Source: an optimization exercise on an open RTL-to-GDS flow (aim: small area, a short achievable clock period and few clock cycles per item). Production flows keep margins and buffers that such runs may drop.
Function was checked by simulation only, so behaviour that the tests miss may differ from the original.
Power and IR drop assume default switching activity.

## run A
// minha_fpu
module minha_fpu
(
    input logic clock_100KHz,
    input logic reset,
    input logic start,
    input logic [31:0] op_A_in,
    input logic [31:0] op_B_in,
    output logic [3:0] status_out,
    output logic [31:0] data_out,
    output logic done
);
Size in the first run: roughly 1400 cells after synthesis, ~100 I/O pins, ~7600 um2 of cells after synthesis.
Settings: LEC_CHECK=0, ABC_AREA=1, CAP_MARGIN=20, CORE_MARGIN=2, CORE_UTILIZATION=40, SETUP_SLACK_MARGIN=4.75, SLEW_MARGIN=20; clock period 11.0 ns.
standard.sh (not shown) runs the stock make flow with config.mk's settings and CLKGATE_MAP_FILE= SYNTH_SCRIPT=/design/flow/synth_recipe.tcl, a recipe that flattens the netlist after the stock synthesis.
==> flow/flow/run.sh <==
#!/bin/bash
# Standard ORFS layout (the standard.sh) with two changes:
# - the port buffers use sky130_fd_sc_hd__buf_1 instead of the cell buffer_ports
#   picks by default;
# - synthesis does not extract full/half adder cells (ADDER_MAP_FILE empty), so
#   ABC maps the prefix adders of the RTL itself.
set -euo pipefail
export BUFFER_PORTS_ARGS="-buffer_cell sky130_fd_sc_hd__buf_1"
export ADDER_MAP_FILE=
bash standard.sh > standard.log 2>&1
In summary, run A completed successfully, with a layout that passed the timing, design-rule and antenna checks.
Testbench counts of run A, summed over its fixed seeds: cycles 24,000, items 24,000.
--- input diff run A..run B ---
- CTS_BUF_LIST: unset -> sky130_fd_sc_hd__clkbuf_4
- CTS_CLUSTER_SIZE: unset -> 20
- SETUP_SLACK_MARGIN: 4.75 -> 4.5
--- a/flow/flow/run.sh
+++ b/flow/flow/run.sh
@@ -9,0 +10 @@
+export CTS_ARGS="-sink_clustering_enable -repair_clock_nets -sink_clustering_size 20 -buf_list sky130_fd_sc_hd__clkbuf_4 -dont_use_dummy_load"
--- outcome ---
Core util | run B vs run A | run B lower. Maximum resistive drop on vdd: run B vs run A down 26 uV. Relative to run A, the met2 track demand over resource of run B is lower by 0.66 points. Lower number of gates resized after CTS was reported by run B, not run A.
What run C does differently from run B at the input level:
- GPL_ROUTABILITY_DRIVEN: unset -> 0
- CTS_CLUSTER_SIZE: 20 -> unset
- CTS_BUF_LIST: sky130_fd_sc_hd__clkbuf_4 -> unset
--- a/flow/flow/run.sh
+++ b/flow/flow/run.sh
@@ -10 +9,0 @@
-export CTS_ARGS="-sink_clustering_enable -repair_clock_nets -sink_clustering_size 20 -buf_list sky130_fd_sc_hd__clkbuf_4 -dont_use_dummy_load"
Results
- Relative to run B, the count of vias placed by the detailed router measured on run C has increased slightly.
- Of run C and run B, it is run C that has the lower initial antenna violation count.
- In run C the number of detailed-route iterations in the first pass turned out 3 higher than in run B.
- [run C vs run B] ratio of final minimum period to clock period: lower in run C
- From run C to run B, maximum level of the CTS H-tree did not move at all.
- Diff run B..run C | initial standard-cell utilization of the core | unchanged
The following lists how run D was set up differently from run C:
- removing GPL_ROUTABILITY_DRIVEN (formerly 0)
==> comparison <==
Comparing the two runs side by side, run D comes out ahead of run C on total via count in the routed design. Status: cell area reported after detailed placement parity (run C, run D). Worst-case hold slack delta (run D − run C): favourable.
--- input diff run D..run E ---
- putting CTS_BUF_LIST at sky130_fd_sc_hd__clkbuf_4 where nothing was set
--- outcome ---
- Diff run D..run E | maximum operating frequency | negligible
- Diff run E..run D | combined global-route utilization of all metal layers | negligible
- Sequential share of layout area: run E vs run D, no meaningful difference
- In the flow results for run D and run E, the area occupied by multi-input gates is smaller on run E.
- Status: part of the cycle the worst path needs parity (run D, run E)
- Run E vs. run D: average wire per standard cell went down by 0.089 um.
- Run E against run D: number of non-filler instances in the completed layout level, final critical-path required period has decreased, power after layout now smaller, proportion of total power due to net switching moved up, post-layout worst setup margin now sits higher.

========
Starting RTL as in the previous note.
==> flow/config.mk <==
export PLATFORM = sky130hd
export DESIGN_NAME = minha_fpu
export DESIGN_NICKNAME = minha_fpu
export VERILOG_FILES = /design/flow/design.v
export SDC_FILE = /design/flow/constraint.sdc
export NUM_CORES = 4
export LEC_CHECK = 0
export ABC_AREA = 1
export CAP_MARGIN = 20
export CORE_MARGIN = 2
export CORE_UTILIZATION = 40
export SETUP_SLACK_MARGIN = 4.2
export SLEW_MARGIN = 20
==> flow/constraint.sdc <==
create_clock -name core_clock -period 11.0 [get_ports {clock_100KHz}]
set_input_delay 2.2000 -clock core_clock [delete_from_list [all_inputs] [get_ports {clock_100KHz}]]
set_output_delay 2.2000 -clock core_clock [all_outputs]
set_load 0.01 [all_outputs]
==> flow/flow/run.sh <==
#!/bin/bash
# Standard ORFS layout (the standard.sh) with two changes:
# - the port buffers use sky130_fd_sc_hd__buf_1 instead of the cell buffer_ports
#   picks by default;
# - synthesis does not extract full/half adder cells (ADDER_MAP_FILE empty), so
#   ABC maps the prefix adders of the RTL itself.
set -euo pipefail
export BUFFER_PORTS_ARGS="-buffer_cell sky130_fd_sc_hd__buf_1"
export ADDER_MAP_FILE=
bash standard.sh > standard.log 2>&1
Testbench counts at the start, summed over its fixed seeds: cycles 24,000, items 24,000.
Edit:
CTS_BUF_LIST = sky130_fd_sc_hd__clkbuf_8   (was default)
CTS_CLUSTER_DIAMETER = 200   (was default)
CTS_CLUSTER_SIZE = 40   (was default)
SETUP_SLACK_MARGIN = 4.5   (was 4.2)
Cell count goes up by about 0.8%.
Hold slack gets better by 0.0033 ns.
Cell area goes up by about 1.9%.
Critical path depth goes up by 4.
Synthesized area is unchanged.
Core utilization goes up by 0.83 points.
Edit:
CAP_MARGIN = 0   (was 20)
CTS_BUF_LIST = default   (was sky130_fd_sc_hd__clkbuf_8)
CTS_CLUSTER_DIAMETER = default   (was 200)
CTS_CLUSTER_SIZE = default   (was 40)
SLEW_MARGIN = 0   (was 20)
What happened: Synthesized cell count does not change. Hold slack got worse by 0.0033 ns. Worst setup slack gets worse by 0.046 ns. Via count barely changes. Count of clock-buffer cells in the layout does not change. Clock power came out higher by 51%. Non-clock buffer count is lower by 1. Cell count barely changes. Global-route usage barely changes. Design area barely changes. Sequential cell count does not change.
Edit:
CAP_MARGIN = 20   (was 0)
PLACE_DENSITY = 0.8   (was default)
SLEW_MARGIN = 20   (was 0)
What happened:
- hold slack degrades by 0.0079 ns
- wire length grows by a few percent
- setup slack gets worse by 0.019 ns
- cell area rose slightly

========
minha_fpu, a different RTL version from the one above (not shown whole).
Size in the first run: roughly 1,400 cells after synthesis, ~100 I/O pins, ~8400 um^2 of cells after synthesis.
clock: 11.0 ns
lec_check: 0
abc_area: 1
cap_margin: 20
core_margin: 2
core_utilization: 40
setup_slack_margin: 3
slew_margin: 20
run.sh (not shown) runs the stock make flow with config.mk's settings and CLKGATE_MAP_FILE= SYNTH_SCRIPT=/design/flow/synth_recipe.tcl, a recipe that flattens the netlist after the stock synthesis.
Stock flow here: none of the scripts above is used.
Testbench counts at the start, summed over its fixed seeds: cycles 24,000, items 24,000.
==> next run, changes <==
--- a/flow/config.mk
+++ b/flow/config.mk
@@ -6,8 +6,7 @@
 export NUM_CORES = 4
 export LEC_CHECK = 0
-export ABC_AREA = 1
 export CAP_MARGIN = 20
 export CORE_MARGIN = 2
 export CORE_UTILIZATION = 40
-export SETUP_SLACK_MARGIN = 3
+export SETUP_SLACK_MARGIN = 2
 export SLEW_MARGIN = 20
What happened:
- clock skew does not change
- synthesized cell count came out lower by 27%
- area after synthesis came out lower by 1.2%
- routed wire length came out lower by 5.5%
- cell area came out lower by 4.6%
==> next run, changes <==
==> flow/flow/run.sh (new file) <==
#!/bin/bash
# Standard ORFS layout (the standard.sh), except that the port buffers use
# sky130_fd_sc_hd__buf_1 instead of the cell buffer_ports picks by default.
set -euo pipefail
export BUFFER_PORTS_ARGS="-buffer_cell sky130_fd_sc_hd__buf_1"
bash standard.sh > standard.log 2>&1
==> flow/standard.sh (new file) <==
#!/bin/bash
# synth_recipe.tcl (not shown) runs the flow's synth.tcl, then flattens the netlist and writes it again
# the make line also repeats each setting of config.mk as NAME=value (left out here)
make -C /OpenROAD-flow-scripts/flow DESIGN_CONFIG=/design/flow/config.mk WORK_HOME=/design/flow/orfs CLKGATE_MAP_FILE= SYNTH_SCRIPT=/design/flow/synth_recipe.tcl "${@:-finish}"
--- a/flow/config.mk
+++ b/flow/config.mk
@@ -9,4 +9,4 @@
 export CORE_MARGIN = 2
 export CORE_UTILIZATION = 40
-export SETUP_SLACK_MARGIN = 2
+export SETUP_SLACK_MARGIN = 3
 export SLEW_MARGIN = 20
removed: flow/run.sh
Result:
- The changed run finished clean
- non-clock buffer count rose by 48
- cell area is higher by 2.7%
- setup slack is better by 780 ps
==> next run, changes <==
--- a/flow/config.mk
+++ b/flow/config.mk
@@ -9,4 +9,4 @@
 export CORE_MARGIN = 2
 export CORE_UTILIZATION = 40
-export SETUP_SLACK_MARGIN = 3
+export SETUP_SLACK_MARGIN = 2
 export SLEW_MARGIN = 20
What happened: Routed wire length shrinks by a few percent; sequential power stays flat; clock power hardly moves; global-route usage falls by 0.89 points.

========
The RTL this note starts from:
==> flow/design.v <==
module minha_fpu_add #(parameter int W = 8)
(
    input  logic [W-1:0] a,
    input  logic [W-1:0] b,
    input  logic         cin,
    output logic [W-1:0] s,
    output logic         cout
);
    logic [W-1:0] p, g, gg, pp, ng, np;
    always_comb begin
        p  = a ^ b;
        g  = a & b;
        gg = g;
        pp = p;
        gg[0] = g[0] | (p[0] & cin);
        for (int k = 1; k < W; k = k * 2) begin
            ng = gg;
            np = pp;
            for (int i = 0; i < W; i++)
                if ((i / k) % 2 == 1) begin
                    ng[i] = gg[i] | (pp[i] & gg[(i / k) * k - 1]);
                    np[i] = pp[i] & pp[(i / k) * k - 1];
                end
            gg = ng;
            pp = np;
        end
        s    = p ^ {gg[W-2:0], cin};
        cout = gg[W-1];
    end
endmodule
module minha_fpu
(
    input logic clock_100KHz,
    input logic reset,
    input logic start,
    input logic [31:0] op_A_in,
    input logic [31:0] op_B_in,
    output logic [3:0] status_out,
    output logic [31:0] data_out,
    output logic done
);
    logic        sA, sB;
    logic [9:0]  eA, eB;
    logic [20:0] fA, fB;
    assign sA = op_A_in[31];
    assign sB = op_B_in[31];
    assign eA = op_A_in[30:21];
    assign eB = op_B_in[30:21];
    assign fA = op_A_in[20:0];
    assign fB = op_B_in[20:0];
    logic zA, zB, mA, mB, nan_res;
    assign zA = (op_A_in == 32'h0);
    assign zB = (op_B_in == 32'h0);
    assign mA = &eA;
    assign mB = &eB;
    assign nan_res = (mA && fA != 21'h0) || (mB && fB != 21'h0) || (mA && mB && (sA != sB));
    logic [9:0] dAB, dBA, d;
    logic       geE, leE, geM, unused0;
    minha_fpu_add #(10) u_dab (.a(eA), .b(~eB), .cin(1'b1), .s(dAB), .cout(geE));
    minha_fpu_add #(10) u_dba (.a(eB), .b(~eA), .cin(1'b1), .s(dBA), .cout(leE));
    logic [30:0] cmp_s;
    minha_fpu_add #(31) u_cmp (.a(op_A_in[30:0]), .b(~op_B_in[30:0]), .cin(1'b1), .s(cmp_s), .cout(geM));
    logic        swap, sX;
    logic [9:0]  eX;
    logic [20:0] fY;
    assign swap = !geM;
    assign sX = swap ? sB : sA;
    assign fY = swap ? fA : fB;
    assign eX = geE ? eA : eB;
    assign d  = geE ? dAB : dBA;
    logic        spec, big, pass_d, kill, selB, sub;
    logic [20:0] fXp;
    logic [21:0] mY, mYp;
    logic [22:0] m;
    assign spec   = !zA && !zB && (mA || mB);
    assign big    = (d[9:5] != 5'd0) || (d[4:0] > 5'd22);
    assign pass_d = zA || zB || mA || mB || big;
    assign kill   = zA || zB || mA || mB || (d[9:5] != 5'd0);
    assign selB   = zA || (!zB && swap);
    assign fXp    = spec ? {20'h0, nan_res} : (selB ? fB : fA);
    assign mY     = {1'b1, fY} >> d[4:0];
    assign mYp    = kill ? 22'h0 : mY;
    assign sub    = sA ^ sB;
    minha_fpu_add #(23) u_add (.a({2'b01, fXp}), .b({1'b0, mYp} ^ {23{sub}}), .cin(sub), .s(m), .cout(unused0));
    logic [9:0] e_raw, e_d;
    logic       s_d;
    logic [1:0] ps_d;
    always_comb begin
        if (zA)        begin e_raw = eB;     s_d = sB;  ps_d = 2'd0; end
        else if (zB)   begin e_raw = eA;     s_d = sA;  ps_d = 2'd0; end
        else if (spec) begin e_raw = 10'h3FF; s_d = nan_res ? 1'b0 : (mA ? sA : sB); ps_d = nan_res ? 2'd3 : 2'd1; end
        else           begin e_raw = eX;     s_d = sX;  ps_d = 2'd2; end
    end
    assign e_d = e_raw + {8'd0, pass_d, 1'b1};
    logic        s_q, pass_q;
    logic [9:0]  e_q;
    logic [22:0] m_q;
    logic [1:0]  ps_q;
    always_ff @(posedge clock_100KHz) begin
        if (start) begin
            s_q    <= s_d;
            pass_q <= pass_d;
            e_q    <= e_d;
            m_q    <= m;
            ps_q   <= ps_d;
        end
    end
    always_ff @(posedge clock_100KHz or negedge reset) begin
        if (!reset) done <= 1'b0;
        else if (start) done <= 1'b1;
    end
    logic [4:0]  z;
    logic [22:0] n5;
    always_comb begin
        logic [31:0] v;
        logic [4:0]  zz [32];
        logic [31:0] nv;
        logic [4:0]  nz [32];
        v = {m_q, 9'h1FF};
        for (int i = 0; i < 32; i++) zz[i] = 5'd0;
        for (int w = 1; w < 32; w = w * 2) begin
            nv = '0;
            for (int i = 0; i < 32; i++) nz[i] = 5'd0;
            for (int j = 0; j < 32 / (2 * w); j++) begin
                nv[j] = v[2*j+1] | v[2*j];
                nz[j] = v[2*j+1] ? zz[2*j+1] : (zz[2*j] | 5'(w));
            end
            v = nv;
            for (int i = 0; i < 32; i++) zz[i] = nz[i];
        end
        z = pass_q ? 5'd3 : zz[0];
        n5 = m_q << z;
    end
    logic [9:0] en;
    logic [4:0] eh1;
    logic       uf, nb, unused1;
    minha_fpu_add #(5) u_enl (.a(e_q[4:0]), .b(~z), .cin(1'b1), .s(en[4:0]), .cout(nb));
    minha_fpu_add #(5) u_enh (.a(e_q[9:5]), .b(5'h1F), .cin(1'b0), .s(eh1), .cout(unused1));
    assign en[9:5] = nb ? e_q[9:5] : eh1;
    assign uf = !pass_q && (m_q == 23'h0 || (e_q[9:5] == 5'd0 && e_q[4:0] == z));
    assign data_out = uf ? 32'h0 : {s_q, en, (pass_q ? m_q[20:19] : 2'b01), n5[21:3]};
    always_comb begin
        if (pass_q)  status_out = 4'b0001 << ps_q;
        else if (uf) status_out = 4'b0100;
        else         status_out = n5[2] ? 4'b1000 : 4'b0001;
    end
endmodule
clock: 11.0 ns
lec_check: 0
abc_area: 1
cap_margin: 20
core_margin: 2
core_utilization: 40
cts_buf_list: sky130_fd_sc_hd__clkbuf_4
cts_cluster_size: 20
setup_slack_margin: 4.5
slew_margin: 20
standard.sh (not shown) runs the stock make flow with config.mk's settings and CLKGATE_MAP_FILE= SYNTH_SCRIPT=/design/flow/synth_recipe.tcl, a recipe that flattens the netlist after the stock synthesis.
==> flow/flow/run.sh <==
#!/bin/bash
# Standard ORFS layout (the standard.sh) with two changes:
# - the port buffers use sky130_fd_sc_hd__buf_1 instead of the cell buffer_ports
#   picks by default;
# - synthesis does not extract full/half adder cells (ADDER_MAP_FILE empty), so
#   ABC maps the prefix adders of the RTL itself.
set -euo pipefail
export BUFFER_PORTS_ARGS="-buffer_cell sky130_fd_sc_hd__buf_1"
export ADDER_MAP_FILE=
bash standard.sh > standard.log 2>&1
Testbench counts at the start, summed over its fixed seeds: cycles 24,000, items 24,000.
Change:
CORE_UTILIZATION = 60   (was 40)
CTS_BUF_LIST = default   (was sky130_fd_sc_hd__clkbuf_4)
CTS_CLUSTER_SIZE = default   (was 20)
What happened: The new run completed without violations. First-iteration DRC count goes up by about 80%. Worst setup slack is better by 0.11 ns. Synthesized cell count stays the same. Sequential power goes up by about 2%. Routed wire length goes up by 0.52%. Cell area goes up by about 0.6%. Clock power goes up to 2.7 times its value.
Change:
CORE_UTILIZATION = 40   (was 60)
Wire length barely changes.
Die area climbs by 48%.
Clock-buffer cell count grows by 1.

port drivers added, routing unchanged:
No port has a modelled driver above. Below, the same layouts with a new extraction and two added sets of constraints. Step 1 (the two cells are an assumption about what drives the block):
set clk [get_ports {clock_100KHz}]
set_driving_cell -lib_cell sky130_fd_sc_hd__clkbuf_16 $clk
set_driving_cell -lib_cell sky130_fd_sc_hd__buf_2 [delete_from_list [all_inputs] $clk]
Step 2, shift: input delay + t, output delay - t, t = (earliest + latest rising clock arrival at the registers) / 2. This alone moves slack from input paths to output paths. Slacks: ideal / step 1 / step 2; pairs: ideal / step 1.
run	t, ns	setup slack, ns	worst register clock-pin slew, ns
run A	0.307	4.957 / 4.971 / 4.663	0.05 / 0.05
run B	0.353	4.837 / 4.842 / 4.489	0.11 / 0.11
run C	0.308	4.864 / 4.873 / 4.565	0.05 / 0.05
run D	0.307	4.853 / 4.817 / 4.589	0.05 / 0.05
run E	0.355	4.863 / 4.870 / 4.515	0.11 / 0.11
the first run of note 2	0.308	4.634 / 4.598 / 4.390	0.05 / 0.05
the second run of note 2	0.312	4.899 / 4.867 / 4.628	0.07 / 0.07
the third run of note 2	0.307	4.853 / 4.817 / 4.589	0.05 / 0.05
the fourth run of note 2	0.309	4.834 / 4.844 / 4.535	0.05 / 0.05
the first run of note 3	0.313	3.222 / 3.235 / 2.922	0.06 / 0.06
the second run of note 3	0.317	2.294 / 2.308 / 1.991	0.06 / 0.06
the third run of note 3	0.316	3.079 / 3.086 / 2.770	0.06 / 0.06
the fourth run of note 3	0.315	2.310 / 2.319 / 2.004	0.06 / 0.06
the first run of note 4	0.355	4.752 / 4.760 / 4.405	0.11 / 0.11
the second run of note 4	0.309	4.862 / 4.851 / 4.566	0.06 / 0.06
the third run of note 4	0.311	4.895 / 4.860 / 4.597	0.05 / 0.05
After both steps setup and hold are still met in every run listed.
